This design comes from an exercise in tuning for small area on the open sky130 flow, not from production work. In this exercise RTL edits were held to simulation tests only and were not proved equivalent to the original. Power and IR drop assume default switching activity.

## run 1
// multiplier
module multiplier #(
    parameter LOGDEPTH = 6,
    parameter WIDTH = 32
) (
    input  logic                    clk,
    input  logic                    rst,
    input  logic                    EN_mult,
    output logic                    EN_writeMem,
    output logic [LOGDEPTH-1:0]     writeMem_addr,
    input  logic [16-1:0]           mult_input0,
    input  logic [16-1:0]           mult_input1,
    output logic [WIDTH-1:0]        writeMem_val,
    output logic                    RDY_mult,
    input  logic                    EN_blockRead,
    output logic                    VALID_memVal,
    output logic [WIDTH-1:0]        memVal_data,
    output logic                    EN_readMem,
    output logic [LOGDEPTH-1:0]     readMem_addr,
    input  logic [WIDTH-1:0]        readMem_val
);
    localparam int NSTG = 8;
    logic [15:0] a_q [NSTG];
    logic [15:0] b_q [NSTG];
    logic [15:0] ma, mb;
    assign ma = a_q[NSTG-1];
  ...
For scale: about 1,100 cells after synthesis, about 360 flip-flops, about 150 I/O pins.
==> flow/config.mk <==
export PLATFORM = sky130hd
export DESIGN_NAME = multiplier
export DESIGN_NICKNAME = multiplier
export VERILOG_FILES = /design/flow/design.v
export SDC_FILE = /design/flow/constraint.sdc
export NUM_CORES = 4
export LEC_CHECK = 0
export CAP_MARGIN = 20
export CORE_MARGIN = 2
export CORE_UTILIZATION = 70
export GPL_TIMING_DRIVEN = 0
export SETUP_SLACK_MARGIN = 0.1
export SLEW_MARGIN = 20
export SYNTH_HIERARCHICAL = 1
export SYNTH_MINIMUM_KEEP_SIZE = 0
==> flow/constraint.sdc <==
create_clock -name core_clock -period 4.0 [get_ports {clk}]
set_input_delay 0.8000 -clock core_clock [delete_from_list [all_inputs] [get_ports {clk}]]
set_output_delay 0.8000 -clock core_clock [all_outputs]
set_load 0.01 [all_outputs]
standard.sh (not shown) runs the stock make flow with config.mk's settings and CLKGATE_MAP_FILE= SYNTH_SCRIPT=/design/flow/synth_recipe.tcl, a recipe that flattens the netlist after the stock synthesis.
==> flow/flow/run.sh <==
#!/bin/bash
# The standard layout (the standard.sh, which runs ORFS) with these changes:
#  - the port buffers are buf_1 cells (buffer_ports picks a larger delay cell by default);
#  - clock tree synthesis inserts no dummy loads and uses the clock buffers and
#    sink clusters given in CTS_ARGS;
#  - the other ORFS settings given below.
# Each make run writes its full output to its own log in this folder.
set -euo pipefail
ARGS=(
  BUFFER_PORTS_ARGS="-buffer_cell sky130_fd_sc_hd__buf_1"
  CTS_ARGS="-sink_clustering_enable -repair_clock_nets -dont_use_dummy_load -root_buf sky130_fd_sc_hd__clkbuf_8 -buf_list {sky130_fd_sc_hd__clkbuf_8} -sink_clustering_size 20 -sink_clustering_max_diameter 60"
  REMOVE_ABC_BUFFERS=1
)
bash standard.sh "${ARGS[@]}" finish > standard.log 2>&1
Changes in run 2 relative to run 1:
- CORE_UTILIZATION now 80, was 70
--- a/flow/flow/run.sh
+++ b/flow/flow/run.sh
@@ -7 +7 @@
-# Each make run writes its full output to its own log in this folder.
+# Each tool run writes its full output to its own log in this folder.
@@ -11 +11 @@
-  CTS_ARGS="-sink_clustering_enable -repair_clock_nets -dont_use_dummy_load -root_buf sky130_fd_sc_hd__clkbuf_8 -buf_list {sky130_fd_sc_hd__clkbuf_8} -sink_clustering_size 20 -sink_clustering_max_diameter 60"
+  CTS_ARGS="-sink_clustering_enable -repair_clock_nets -dont_use_dummy_load -buf_list {sky130_fd_sc_hd__clkbuf_16} -sink_clustering_size 30 -sink_clustering_max_diameter 100"
@@ -13,0 +14,3 @@
+bash standard.sh "${ARGS[@]}" floorplan > standard_floorplan.log 2>&1
+ODB_FILE=orfs/results/sky130hd/multiplier/base/2_floorplan.odb REG_MASTER=sky130_fd_sc_hd__dfxtp_4 \
+  openroad -no_init -exit flow/upsize_regs.tcl > upsize_regs.log 2>&1
==> flow/flow/upsize_regs.tcl (new file) <==
set odb_file $::env(ODB_FILE)
read_db $odb_file
set db [ord::get_db]
set block [ord::get_db_block]
set big [$db findMaster $::env(REG_MASTER)]
set n 0
foreach inst [$block getInsts] {
  set name [string map {\\ {}} [$inst getName]]
  if {[[$inst getMaster] getName] ne "sky130_fd_sc_hd__dfxtp_1"} { continue }
  if {[regexp {^[ab]_q\[7\]\[[0-9]+\]} $name]} {
    $inst swapMaster $big
    incr n
  }
}
puts "upsized $n registers to $::env(REG_MASTER)"
write_db $odb_file
[summary]
- Run 2 completed every stage of the flow, and the final layout passed the timing, design-rule and antenna checks.
- Going from run 1 to run 2, setup slack rose 140 ps, routed wire length rose about 20%, CTS clock-pin slew for the worst setup and hold paths about even, non-clock buffer instance count of the final layout about even.
- Start point of the critical path: b_q[7][8] -> run 2, a_q[7][12] -> run 1
- Run 2 vs run 1, endpoint of the worst setup timing path: mq_30 vs mq_28
- Against run 1, met3 wire length in run 2 rose by more than a quarter.
- Changes observed in run 2 relative to run 1: peak per-stage delay on the critical path went down by 250 ps, aggregate global routing overflow has remained practically unchanged.
- Delta (run 2 minus run 1): final-layout worst hold slack +78 ps, total clock buffers created by CTS now sits lower, share of total power in the clock network up 1.6 points.
- Side by side, met3 usage in global routing turned out higher in run 2 than in run 1.
What run 3 does differently from run 2 at the input level:
- changing CORE_UTILIZATION from 80 to 65
- removing GPL_TIMING_DRIVEN (formerly 0)
- removing SETUP_SLACK_MARGIN (formerly 0.1)
==> flow/flow/run.sh <==
#!/bin/bash
# The standard layout (the standard.sh) with these changes:
#  - the port buffers are buf_1 cells (buffer_ports picks a larger delay cell by default);
#  - clock tree synthesis inserts no dummy loads and uses the buffers and sink
#    clusters given below;
#  - other ORFS settings as given below.
set -euo pipefail
bash standard.sh \
  BUFFER_PORTS_ARGS="-buffer_cell sky130_fd_sc_hd__buf_1" \
  CTS_ARGS="-sink_clustering_enable -repair_clock_nets -dont_use_dummy_load -buf_list {sky130_fd_sc_hd__clkbuf_16} -sink_clustering_size 30 -sink_clustering_max_diameter 100" \
  REMOVE_ABC_BUFFERS=1 RECOVER_POWER=100 \
  finish > standard.log 2>&1
removed: flow/flow/upsize_regs.tcl
[summary]
- Run 3 vs run 2: worst setup slack down
- Of run 2 and run 3, run 2 shows the lower layout filler cell count, with run 3 above it.
- What run 2 reported for vertical die dimension has to be multiplied by 1.11 to get the figure for run 3.
- Wire length for run 3 is lower than for run 2.
- On total power, run 3 tracks run 2 almost exactly.
- Run 3 vs run 2, instance count: run 3 higher
- The standard cell area after detailed placement number comes out lower for run 2 vs run 3.
- The register fraction of the total cell area of run 3 falls short of that of run 2 by 1.7 points.
The inputs of run 4 differ from those of run 3 as listed below.
- swapping 65 for 72 in CORE_UTILIZATION
- putting GPL_TIMING_DRIVEN at 0 where nothing was set
- putting SETUP_SLACK_MARGIN at 0.1 where nothing was set
==> flow/flow/run.sh <==
#!/bin/bash
# The standard layout (the standard.sh, which runs ORFS) with these changes:
#  - the port buffers are buf_1 cells (buffer_ports picks a larger delay cell by default);
#  - clock tree synthesis inserts no dummy loads and uses the clock buffers and
#    sink clusters given in CTS_ARGS;
#  - the other ORFS settings given below.
# Each tool run writes its full output to its own log in this folder.
set -euo pipefail
ARGS=(
  BUFFER_PORTS_ARGS="-buffer_cell sky130_fd_sc_hd__buf_1"
  CTS_ARGS="-sink_clustering_enable -repair_clock_nets -dont_use_dummy_load -buf_list {sky130_fd_sc_hd__clkbuf_16} -sink_clustering_size 30 -sink_clustering_max_diameter 100"
  REMOVE_ABC_BUFFERS=1
)
bash standard.sh "${ARGS[@]}" floorplan > standard_floorplan.log 2>&1
ODB_FILE=orfs/results/sky130hd/multiplier/base/2_floorplan.odb REG_MASTER=sky130_fd_sc_hd__dfxtp_2 \
  openroad -no_init -exit flow/upsize_regs.tcl > upsize_regs.log 2>&1
bash standard.sh "${ARGS[@]}" finish > standard.log 2>&1
==> flow/flow/upsize_regs.tcl (new file) <==
set odb_file $::env(ODB_FILE)
read_db $odb_file
set db [ord::get_db]
set block [ord::get_db_block]
set big [$db findMaster $::env(REG_MASTER)]
set n 0
foreach inst [$block getInsts] {
  set name [string map {\\ {}} [$inst getName]]
  if {[[$inst getMaster] getName] ne "sky130_fd_sc_hd__dfxtp_1"} { continue }
  if {[regexp {^[ab]_q\[7\]\[[0-9]+\]} $name]} {
    $inst swapMaster $big
    incr n
  }
}
puts "upsized $n registers to $::env(REG_MASTER)"
write_db $odb_file
## What came out
- Run 4 vs run 3 — final design area excluding fillers dropped by a few percent
- On number of instances in the placed design, the higher figure sits with run 3, not run 4.
- Sort run 3 and run 4 by area overhead of the layout relative to synthesis, ascending, and run 4 comes first.
- For run 3, the cell with the biggest individual delay on the critical path was fa_1, unlike run 4, where it was dfxtp_2.

==> static timing again, ports no longer ideal <==
The results above use ideal ports. As a check the final layouts listed here were re-extracted and re-timed, cells and wires unchanged.
Step 1: set_driving_cell puts a clkbuf_16 on clk and a buf_2 on each other input, an assumption about the parent block.
Step 2 adds t to the input delays and takes it off the output delays; t is the mean of the earliest and latest rising clock arrival at the registers after step 1. Input paths then give back, and output paths get back, about the clock's delay inside the block.
Three values: ideal, step 1, step 2; two values: the first two.
| run | t, ns | setup WS [ns] | worst hold slack (ns) |
|---|---|---|---|
| run 1 | 0.572 | 0.223 / 0.223 / 0.223 | 0.251 / 0.251 / 0.251 |
| run 2 | 0.543 | 0.368 / 0.368 / 0.368 | 0.330 / 0.330 / 0.330 |
| run 3 | 0.536 | 0.191 / 0.191 / 0.191 | 0.280 / 0.280 / 0.280 |
| run 4 | 0.535 | 0.168 / 0.168 / 0.168 | 0.311 / 0.311 / 0.311 |
After both steps every run listed still meets setup and hold.
